This is an optimization exercise on Yosys and OpenROAD, whose aim is small area and a short achievable clock period, not a production implementation.
The clock port is modelled as an ideal driver, which makes a skipped or thinned clock tree look cheaper than it is; a real chip needs a root buffer or a tree.
Power is estimated from default activity; no workload was simulated.

==> flow/design.v <==
module unpack(
    input [31:0] A,
    input [31:0] B,
    output sign_A,          
    output sign_B,
    output [7:0] exp_A,     
    output [7:0] exp_B,
    output [23:0] mant_A,   
    output [23:0] mant_B
);
    assign sign_A = A[31];
    assign sign_B = B[31];
    assign exp_A = A[30:23];
    assign exp_B = B[30:23];
    assign mant_A = {1'b1, A[22:0]};
    assign mant_B = {1'b1, B[22:0]};
endmodule
module alignment(
    input sign_A,
    input sign_B,
    input [7:0] exp_A,     
    input [7:0] exp_B,
    input [23:0] mant_A,   
    input [23:0] mant_B,
    output [24:0] mant_A_align,
    output [24:0] mant_B_align,
    output [7:0] exp_common,
    output round_bit
);
    wire [7:0] exp_diff = (exp_A > exp_B) ? (exp_A - exp_B) : (exp_B - exp_A);
    assign round_bit = (exp_A > exp_B) ? mant_B[exp_diff-1] : mant_A[exp_diff-1];
    wire [23:0] mant_A_shifted = (exp_A > exp_B) ? mant_A : (mant_A >> exp_diff);
    wire [23:0] mant_B_shifted = (exp_A > exp_B) ? (mant_B >> exp_diff) : mant_B;
    assign mant_A_align = (sign_A) ? -mant_A_shifted : mant_A_shifted;  
    assign mant_B_align = (sign_B) ? -mant_B_shifted : mant_B_shifted;
    assign exp_common = (exp_A > exp_B) ? exp_A : exp_B;
endmodule
module addition(
    input sign_A,
    input sign_B,
    input [24:0] mant_A_align,
    input [24:0] mant_B_align,
    output [24:0] mant_sum
);
    assign mant_sum = mant_A_align + mant_B_align;
endmodule
module conversion(
    input [24:0] mant_sum,
    output [23:0] mant_conv,
    output sign_norm
);
    assign sign_norm = mant_sum[24];
    assign mant_conv = (mant_sum[24]) ? (-mant_sum[23:0]) : (mant_sum[23:0]);
endmodule
module normalization(
    input [23:0] mant_conv,
    input [7:0] exp_common,
    output reg [23:0] mant_norm,
    output reg [7:0] exp_norm
);
    always @(*) begin
        if (mant_conv[23] == 1) begin
            mant_norm = mant_conv;  
            exp_norm = exp_common;
        end else begin
            mant_norm = mant_conv << 1;
            exp_norm = exp_common - 1;
        end
    end
endmodule
module rounding(
    input [23:0] mant_norm,
    input round_bit,
    output [23:0] mant_rounded
);
    assign mant_rounded = (round_bit === 1) ? mant_norm + 1 : mant_norm;
endmodule
module packing(
    input sign_norm,
    input [7:0] exp_norm,
    input [23:0] mant_rounded,
    output [31:0] sum
);
    assign sum = {sign_norm, exp_norm, mant_rounded[22:0]};
endmodule
module FLP_adder(
    input [31:0] A,
    input [31:0] B,
    output [31:0] sum
);
    wire sign_A, sign_B;
    wire [7:0] exp_A, exp_B, exp_common, exp_norm;
    wire [23:0] mant_A, mant_B;
    wire [24:0] mant_A_align, mant_B_align;
    wire [24:0] mant_sum;
    wire [23:0] mant_conv, mant_rounded;
    wire round_bit, sign_norm;
    unpack unpackAB(
        .A(A), .B(B), .sign_A(sign_A), .sign_B(sign_B), .exp_A(exp_A), .exp_B(exp_B), .mant_A(mant_A), .mant_B(mant_B)
    );
    alignment alignAB(
        .sign_A(sign_A), .sign_B(sign_B), .exp_A(exp_A), .exp_B(exp_B), .mant_A(mant_A), .mant_B(mant_B),
        .mant_A_align(mant_A_align), .mant_B_align(mant_B_align), .exp_common(exp_common), .round_bit(round_bit)
    );
    addition addAB(
        .sign_A(sign_A), .sign_B(sign_B), .mant_A_align(mant_A_align), .mant_B_align(mant_B_align), .mant_sum(mant_sum)
    );
    conversion conv(
        .mant_sum(mant_sum), .mant_conv(mant_conv), .sign_norm(sign_norm)
    );
    wire [23:0] mant_norm;
    normalization normAB(
        .mant_conv(mant_conv), .exp_common(exp_common), .mant_norm(mant_norm), .exp_norm(exp_norm)
    );
    wire [23:0] mant_result = mant_norm;
    wire [7:0] exp_result = exp_norm;
    rounding roundAB(
        .mant_norm(mant_result), .round_bit(round_bit), .mant_rounded(mant_rounded)
    );
    packing packAB(
        .sign_norm(sign_norm), .exp_norm(exp_result), .mant_rounded(mant_rounded), .sum(sum)
    );
endmodule
module pfx_carry #(parameter W = 25, parameter L = 5) (
    input  [W-1:0] g,
    input  [W-1:0] p,
    output [W-1:0] c
);
    wire [W-1:0] gg [0:L];
    wire [W-1:0] pp [0:L];
    assign gg[0] = g;
    assign pp[0] = p;
    genvar l, i;
    generate
        for (l = 0; l < L; l = l + 1) begin : lvl
            for (i = 0; i < W; i = i + 1) begin : bt
                if ((i >> l) & 1) begin : comb
                    localparam integer J = ((i >> l) << l) - 1;
                    assign gg[l+1][i] = gg[l][i] | (pp[l][i] & gg[l][J]);
                    assign pp[l+1][i] = pp[l][i] & pp[l][J];
                end else begin : pass
                    assign gg[l+1][i] = gg[l][i];
                    assign pp[l+1][i] = pp[l][i];
                end
            end
        end
    endgenerate
    assign c = {gg[L][W-2:0], 1'b0};
endmodule
module FLP_adder_7(
    input  [31:0] A,
    input  [31:0] B,
    input         rst,
    input         clk,
    output [31:0] sum
);
    reg [31:0] a1, b1;
    reg        ge1;
    always @(posedge clk) begin
        a1  <= A;
        b1  <= B;
        ge1 <= A[30:23] >= B[30:23];
    end
    wire [7:0] ebig = ge1 ? a1[30:23] : b1[30:23];
    wire [7:0] dab  = a1[30:23] - b1[30:23];
    wire [7:0] dba  = b1[30:23] - a1[30:23];
    wire [7:0] d    = ge1 ? dab : dba;
    wire [23:0] sml = ge1 ? {1'b1, b1[22:0]} : {1'b1, a1[22:0]};
    reg [22:0] big2;
    reg [23:0] sml2;
    reg [7:1]  d2;
    reg        sbig2, sub2;
    reg [7:0]  ec2;
    always @(posedge clk) begin
        big2  <= ge1 ? a1[22:0] : b1[22:0];
        sml2  <= sml >> d[0];
        d2    <= d[7:1];
        sbig2 <= ge1 ? a1[31] : b1[31];
        sub2  <= a1[31] ^ b1[31];
        ec2   <= ebig;
    end
    wire        z2  = (|d2[7:5]) | (d2[4] & d2[3]);
    wire [23:0] shd = z2 ? 24'd0 : (sml2 >> {d2[4:1], 1'b0});
    reg  [23:0] ax3, shd3;
    reg         sbig3, sub3;
    reg  [7:0]  ec3;
    always @(posedge clk) begin
        ax3   <= {~sub2, big2 ^ {23{sub2}}};
        shd3  <= shd;
        sbig3 <= sbig2;
        sub3  <= sub2;
        ec3   <= ec2;
    end
    wire [23:0] g3 = ax3 & shd3;
    wire [23:0] p3 = ax3 ^ shd3;
    wire [24:0] c;
    pfx_carry #(25) add (.g({1'b0, g3}), .p({sub3, p3}), .c(c));
    wire [24:0] X = {c[24], (p3 ^ {24{sub3}}) ^ c[23:0]};
    reg [24:0] X4;
    reg        sbig4, sub4;
    reg [7:0]  ec4;
    always @(posedge clk) begin
        X4    <= X;
        sbig4 <= sbig3;
        sub4  <= sub3;
        ec4   <= ec3;
    end
    wire [23:0] lo;       
    assign lo[0] = 1'b0;
    genvar i;
    generate
        for (i = 1; i < 24; i = i + 1) begin : orl
            assign lo[i] = |X4[i-1:0];
        end
    endgenerate
    wire        nz  = lo[23] | X4[23];
    wire        sgn = sbig4 ? (sub4 ? (~X4[24] & nz) : ~(X4[24] & nz)) : X4[24];
    wire [23:0] C   = X4[23:0] ^ (lo & {24{X4[24]}});
    reg        sgn5;
    reg [23:0] C5;
    reg [7:0]  ec5;
    always @(posedge clk) begin
        sgn5 <= sgn;
        C5   <= C;
        ec5  <= ec4;
    end
    wire [22:0] M = C5[23] ? C5[22:0] : {C5[21:0], 1'b0};
    wire [7:0]  e = C5[23] ? ec5 : ec5 - 8'd1;
    reg [31:0] r6;
    always @(posedge clk) begin
        r6 <= {sgn5, e, M};
    end
    assign sum = r6;
endmodule
export LEC_CHECK = 0
export ABC_AREA = 1
export CAP_MARGIN = 20
export CORE_MARGIN = 2
export CORE_UTILIZATION = 40
export SETUP_SLACK_MARGIN = 3.27
export SLEW_MARGIN = 20
export TNS_END_PERCENT = 5
create_clock -name core_clock -period 5.0 [get_ports {clk}]
standard.sh (not shown) runs the stock make flow with config.mk's settings and CLKGATE_MAP_FILE= SYNTH_SCRIPT=/design/flow/synth_recipe.tcl, a recipe that flattens the netlist after the stock synthesis.
==> flow/flow/run.sh <==
#!/bin/bash
# Standard ORFS layout with smaller input-port buffers and a two-level
# clock tree (root buffers, leaf buffers) without dummy loads. Each tool's output goes to its own log under
# orfs/logs; make's output goes to make.log.
set -euo pipefail
here=$(pwd)
bash standard.sh \
  POST_GLOBAL_PLACE_TCL="$here/flow/inbuf.tcl" \
  POST_CTS_TCL="$here/flow/clk_tree.tcl" \
  CTS_ARGS="-sink_clustering_enable -repair_clock_nets -dont_use_dummy_load -sink_clustering_size 24 -sink_clustering_max_diameter 100" \
  finish > make.log 2>&1
Other scripts of this flow, unchanged in this note and not shown: flow/flow/clk_tree.tcl, flow/flow/inbuf.tcl
Change:
--- a/flow/design.v
+++ b/flow/design.v
@@ -153,21 +153,22 @@
     input         rst,
     input         clk,
     output [31:0] sum
 );
     reg [31:0] a1, b1;
-    reg        ge1;
+    reg        ge1, lt1;    
     always @(posedge clk) begin
         a1  <= A;
         b1  <= B;
         ge1 <= A[30:23] >= B[30:23];
+        lt1 <= A[30:23] <  B[30:23];
     end
     wire [7:0] ebig = ge1 ? a1[30:23] : b1[30:23];
     wire [7:0] dab  = a1[30:23] - b1[30:23];
     wire [7:0] dba  = b1[30:23] - a1[30:23];
     wire [7:0] d    = ge1 ? dab : dba;
-    wire [23:0] sml = ge1 ? {1'b1, b1[22:0]} : {1'b1, a1[22:0]};
+    wire [23:0] sml = lt1 ? {1'b1, a1[22:0]} : {1'b1, b1[22:0]};
     reg [22:0] big2;
     reg [23:0] sml2;
     reg [7:1]  d2;
     reg        sbig2, sub2;
     reg [7:0]  ec2;
@@ -216,18 +217,20 @@
     wire        nz  = lo[23] | X4[23];
     wire        sgn = sbig4 ? (sub4 ? (~X4[24] & nz) : ~(X4[24] & nz)) : X4[24];
     wire [23:0] C   = X4[23:0] ^ (lo & {24{X4[24]}});
     reg        sgn5;
     reg [23:0] C5;
+    reg        lz5;       
     reg [7:0]  ec5;
     always @(posedge clk) begin
         sgn5 <= sgn;
         C5   <= C;
+        lz5  <= ~C[23];
         ec5  <= ec4;
     end
     wire [22:0] M = C5[23] ? C5[22:0] : {C5[21:0], 1'b0};
-    wire [7:0]  e = C5[23] ? ec5 : ec5 - 8'd1;
+    wire [7:0]  e = lz5 ? ec5 - 8'd1 : ec5;
     reg [31:0] r6;
     always @(posedge clk) begin
         r6 <= {sgn5, e, M};
     end
     assign sum = r6;
Effect: The new run finished clean; fmax went down by 1.7%; worst setup slack degrades by 0.031 ns; routed wire length decreases by 1.5%; sequential power rose by about 2%; die area climbs by 0.95%; final area came out higher by 1.4%; global-route usage hardly moves; sequential cell count grows by 2; core utilization rose by 0.39 points; sequential share of layout area fell by 0.40 points; power rose by 1.5%.
No run of this note included a check of the RTL's function; only the layout flow was run.

what the ideal ports hide:
The flow's constraints put no driver on any port. The routed layouts listed below were extracted and timed again, unchanged, in two steps.
Step 1, drivers: a clkbuf_16 drives clk and a buf_2 each remaining input, both assumed.
Step 2 adds t to the input delays and takes it off the output delays; t is the mean of the earliest and latest rising clock arrival at the registers after step 1. Input paths then give back, and output paths get back, about the clock's delay inside the block.
a / b / c = no drivers / after step 1 / after step 2; a / b = the first two.
run | t, ns | setup WS [ns] | worst hold slack (ns) | worst setup path after step 2
the first run | 0.381 | 3.269 / 3.185 / 3.050 | 0.331 / 0.331 / 0.331 | input to register
the second run | 0.384 | 3.239 / 3.155 / 2.919 | 0.332 / 0.332 / 0.332 | input to register
After both steps every run listed still meets setup and hold. The setup slack of the second run, which loses most, moves by -0.084 ns with the drivers and by -0.320 ns with both steps.
